This design comes from an exercise in tuning for small area on the open sky130 flow, not from production work.
Function was checked by simulation only, so behaviour that the tests miss may differ from the original.
The clock input has no modelled driver; a real chip could not lean on it and would need a root buffer or a full tree.
Power and IR drop assume default switching activity.

==> flow/design.v <==
module reaction_timer_top(
	input  logic       clk,
	input  logic       rst,
	input  logic       start_stop_btn,
	output logic       led,
	output logic [3:0] an,
	output logic [6:0] seg
);
	localparam logic [1:0] S0 = 2'd0, S1 = 2'd1, S2 = 2'd2, S3 = 2'd3;
	logic [1:0] state;
	logic [15:0] r;	 
	logic btn_d1, btn_d2;
	always_ff @(posedge clk)
		if (rst) btn_d1 <= 1'b0;
		else btn_d1 <= start_stop_btn;
	always_ff @(posedge clk)
		btn_d2 <= btn_d1;
	wire pulse = btn_d1 & ~btn_d2;
	logic [4:0] ph;
	localparam logic [7:0] PH_FB = 8'd180;	 
	always_ff @(posedge clk)
		if (rst) ph <= 5'd8;
		else ph <= {ph[3:0], PH_FB[{ph[4], ph[3], ph[0]}]};
	wire p9  = (ph[2:0] == 3'b101);	 
	wire p19 = (ph[3:1] == 3'b010);	 
	wire tick = p9;
	logic [1:0] dcnt;
	always_ff @(posedge clk, posedge rst)
		if (rst) dcnt <= 2'd0;
		else if (tick) dcnt <= dcnt + 2'd1;
	logic [2:0] t5;
	assign t5 = r[11:9];
	wire [2:0] t5n = t5[2] ? 3'd0 : t5 + 3'd1;
	wire dtick = p19 & dcnt[0] & t5[2];
	wire inc = (state == S1) ? dtick : (state == S2) ? tick : 1'b0;
	wire bin = (state == S1);
	logic [15:0] rinc;
	logic c1, c2, c3;
	always_comb begin
		logic w0, w1, wb0, wb1;
		w0 = bin ? &r[3:0] : (r[3] & r[0]);
		wb0 = ~bin & r[3] & r[0];
		rinc[0] = ~r[0];
		rinc[1] = (r[1] ^ r[0]) & ~wb0;
		rinc[2] = r[2] ^ (r[1] & r[0]);
		rinc[3] = (r[3] ^ (r[2] & r[1] & r[0])) & ~wb0;
		c1 = w0;
		w1 = bin ? &r[7:4] : (r[7] & r[4]);
		wb1 = ~bin & r[7] & r[4];
		rinc[4] = r[4] ^ c1;
		rinc[5] = (r[5] ^ (c1 & r[4])) & ~(c1 & wb1);
		rinc[6] = r[6] ^ (c1 & r[5] & r[4]);
		rinc[7] = (r[7] ^ (c1 & r[6] & r[5] & r[4])) & ~(c1 & wb1);
		c2 = c1 & w1;
		rinc[8] = r[8] ^ c2;
		rinc[9] = (r[9] ^ (c2 & r[8])) & ~(c2 & r[11] & r[8]);
		rinc[10] = r[10] ^ (c2 & r[9] & r[8]);
		rinc[11] = (r[11] ^ (c2 & r[10] & r[9] & r[8])) & ~(c2 & r[11] & r[8]);
		c3 = c2 & r[11] & r[8];
		rinc[12] = r[12] ^ c3;
		rinc[13] = (r[13] ^ (c3 & r[12])) & ~(c3 & r[15] & r[12]);
		rinc[14] = r[14] ^ (c3 & r[13] & r[12]);
		rinc[15] = (r[15] ^ (c3 & r[14] & r[13] & r[12])) & ~(c3 & r[15] & r[12]);
	end
	wire done = (state == S1) & r[8];
	always_ff @(posedge clk)
		if (rst) r[7:0] <= 8'h9B;	 
		else if (state == S0) r[7:0] <= {r[6:0], ~(r[7] ^ r[5] ^ r[4] ^ r[3])};
		else if (inc) r[7:0] <= rinc[7:0];
	always_ff @(posedge clk)
		if (state == S0 || done) r[8] <= 1'b0;
		else if (inc) r[8] <= rinc[8];
	always_ff @(posedge clk)
		if (rst) r[11:9] <= 3'd4;
		else if (!(state == S2 || state == S3)) begin
			if (done) r[11:9] <= 3'd0;
			else if (tick) r[11:9] <= t5n;
		end else if (inc) r[11:9] <= rinc[11:9];
	always_ff @(posedge clk)
		if (state == S0) r[15:12] <= 4'd0;
		else if (inc) r[15:12] <= rinc[15:12];
	always_ff @(posedge clk, posedge rst)
		if (rst) state <= S0;
		else case (state)
			S0: if (pulse) state <= S1;
			S1: if (done) state <= S2;
			S2: if (pulse) state <= S3;
			default: ;
		endcase
	assign led = (state == S2);
	logic [3:0] dsel;
	always_comb
		case (dcnt)
			2'd0: dsel = r[3:0];
			2'd1: dsel = r[7:4];
			2'd2: dsel = r[11:8];
			default: dsel = r[15:12];
		endcase
	wire [3:0] dig = dsel & {4{state == S2 || state == S3}};
	always_comb
		case (dcnt)
			2'd0: an = 4'b1110;
			2'd1: an = 4'b1101;
			2'd2: an = 4'b1011;
			default: an = 4'b0111;
		endcase
	always_comb
		case (dig)
			4'd0: seg = 7'b0000001;
			4'd1: seg = 7'b1001111;
			4'd2: seg = 7'b0010010;
			4'd3: seg = 7'b0000110;
			4'd4: seg = 7'b1001100;
			4'd5: seg = 7'b0100100;
			4'd6: seg = 7'b0100000;
			4'd7: seg = 7'b0001111;
			4'd8: seg = 7'b0000000;
			4'd9: seg = 7'b0001100;
			default: seg = 7'bxxxxxxx;
		endcase
endmodule
clock: 18.0 ns
lec_check: 0
cap_margin: 20
core_margin: 2
core_utilization: 40
slew_margin: 20
standard.sh (not shown) runs the stock make flow with config.mk's settings and CLKGATE_MAP_FILE= SYNTH_SCRIPT=/design/flow/synth_recipe.tcl, a recipe that flattens the netlist after the stock synthesis.
==> flow/flow/run.sh <==
#!/bin/bash
# Own layout flow: the standard synthesis, then an area-oriented ABC
# re-mapping of the combinational logic only (every flip-flop instance is
# kept as synthesised, with its name and cell), then the standard layout
# with small port buffers and a one-buffer clock tree.
set -euo pipefail
W=$PWD
R=$W/orfs/results/$FLOW_PLATFORM/reaction_timer_top/base
LIB=$FLOW_HOME/platforms/$FLOW_PLATFORM/lib/sky130_fd_sc_hd__tt_025C_1v80.lib

# 1. standard synthesis (netlist only)
bash standard.sh $R/1_2_yosys.v > $W/log_1_synth.txt 2>&1
cp $R/1_2_yosys.v $W/1_2_yosys_standard.v

# 2. re-map the combinational logic for area
#    ABC's deepsyn is run with several seeds; the smallest netlist is kept.
reopt() {
	sed -e "s|@IN@|$W/1_2_yosys_standard.v|" -e "s|@OUT@|$W/reopt_$1.v|" -e "s|@LIB@|$LIB|g" \
		-e "s|@SEED@|$1|" $W/flow/reopt.ys > $W/reopt_$1.ys
	yosys -s $W/reopt_$1.ys > $W/log_2_reopt_$1.txt 2>&1 || true
}
SEEDS=$(seq 1 16)
for s in $SEEDS; do
	reopt $s &
	while (( $(jobs -rp | wc -l) >= ${NUM_CORES:-4} )); do sleep 1; done
done
wait
best=""; best_area=""
for s in $SEEDS; do
	a=$(grep "Chip area" $W/log_2_reopt_$s.txt | tail -n 1 | awk '{print $NF}')
	[[ -n "$a" && -f $W/reopt_$s.v ]] || continue
	if [[ -z "$best" ]] || awk -v a="$a" -v b="$best_area" 'BEGIN{exit !(a<b)}'; then best=$s; best_area=$a; fi
done
echo "reopt: seed $best, area $best_area" > $W/log_2_reopt.txt
cp $W/reopt_$best.v $R/1_2_yosys.v

# 3. standard floorplan and placement from the re-mapped netlist
bash standard.sh \
	"BUFFER_PORTS_ARGS=-buffer_cell sky130_fd_sc_hd__buf_1" \
	$R/3_place.odb $R/3_place.sdc > $W/log_3_place.txt 2>&1

# 4. clock tree: one buffer between the clock port and all flip-flops
MCTS_RESULTS=$R MCTS_LIB=$LIB MCTS_PLATFORM_DIR=$FLOW_HOME/platforms/$FLOW_PLATFORM \
	MCTS_CLK=clk MCTS_CELL=sky130_fd_sc_hd__buf_12 \
	openroad -no_init -exit $W/flow/manual_cts.tcl > $W/log_4_cts.txt 2>&1

# 5. standard routing and finishing
bash standard.sh \
	"BUFFER_PORTS_ARGS=-buffer_cell sky130_fd_sc_hd__buf_1" \
	finish > $W/log_5_finish.txt 2>&1
Other scripts of this flow, unchanged in this note and not shown: flow/flow/manual_cts.tcl, flow/flow/reopt.ys
==> next run, changes <==
--- a/flow/design.v
+++ b/flow/design.v
@@ -8,19 +8,19 @@
 );
 	localparam logic [1:0] S0 = 2'd0, S1 = 2'd1, S2 = 2'd2, S3 = 2'd3;
 	logic [1:0] state;
 	logic [15:0] r;	 
 	logic btn_d1, btn_d2;
-	always_ff @(posedge clk)
+	always_ff @(posedge clk, posedge rst)
 		if (rst) btn_d1 <= 1'b0;
 		else btn_d1 <= start_stop_btn;
 	always_ff @(posedge clk)
 		btn_d2 <= btn_d1;
 	wire pulse = btn_d1 & ~btn_d2;
 	logic [4:0] ph;
 	localparam logic [7:0] PH_FB = 8'd180;	 
-	always_ff @(posedge clk)
+	always_ff @(posedge clk, posedge rst)
 		if (rst) ph <= 5'd8;
 		else ph <= {ph[3:0], PH_FB[{ph[4], ph[3], ph[0]}]};
 	wire p9  = (ph[2:0] == 3'b101);	 
 	wire p19 = (ph[3:1] == 3'b010);	 
 	wire tick = p9;
@@ -61,18 +61,18 @@
 		rinc[13] = (r[13] ^ (c3 & r[12])) & ~(c3 & r[15] & r[12]);
 		rinc[14] = r[14] ^ (c3 & r[13] & r[12]);
 		rinc[15] = (r[15] ^ (c3 & r[14] & r[13] & r[12])) & ~(c3 & r[15] & r[12]);
 	end
 	wire done = (state == S1) & r[8];
-	always_ff @(posedge clk)
+	always_ff @(posedge clk, posedge rst)
 		if (rst) r[7:0] <= 8'h9B;	 
 		else if (state == S0) r[7:0] <= {r[6:0], ~(r[7] ^ r[5] ^ r[4] ^ r[3])};
 		else if (inc) r[7:0] <= rinc[7:0];
 	always_ff @(posedge clk)
 		if (state == S0 || done) r[8] <= 1'b0;
 		else if (inc) r[8] <= rinc[8];
-	always_ff @(posedge clk)
+	always_ff @(posedge clk, posedge rst)
 		if (rst) r[11:9] <= 3'd4;
 		else if (!(state == S2 || state == S3)) begin
 			if (done) r[11:9] <= 3'd0;
 			else if (tick) r[11:9] <= t5n;
 		end else if (inc) r[11:9] <= rinc[11:9];
The new run passed the timing, DRC and antenna checks.
Clock power is lower by about 5%.
Power decreases by 2.4%.
Wire length went down by about 2.6%.
Critical path depth does not change.
Flip-flop and latch count does not change.
Register-to-register slack got worse by 90 ps.
Worst setup slack improves by 400 ps.
Final area grows by about 1.6%.
Cell count fell by 2.8%.
Via count is lower by 4.7%.
Die area climbs by 1.7%.
Clock skew barely changes.
Area after synthesis came out higher by about 1.8%.
First-iteration DRC count climbs by 5.9%.
No run of this note takes its clock network from TritonCTS; it comes from the design's own scripts or RTL.

==> separate check: timing with driven ports <==
No port has a modelled driver above. Below, the same layouts with a new extraction and two added sets of constraints.
Step 1 assumes that a clkbuf_16 drives the clock port and a buf_2 every other input.
Step 2 also shifts input and output timing later by t, the mid clock arrival at the registers, as if the neighbouring blocks saw the same clock.
Slacks: ideal / step 1 / step 2; pairs: ideal / step 1.
| run | t (ns) | setup WS [ns] | latest minus earliest clock arrival (ns) |
|---|---|---|---|
| the first run | 0.169 | 11.900 / 11.871 / 12.039 | 0.002 / 0.001 |
| the second run | 0.168 | 12.304 / 12.271 / 12.439 | 0.004 / 0.003 |
After both steps setup and hold are still met in every run listed.
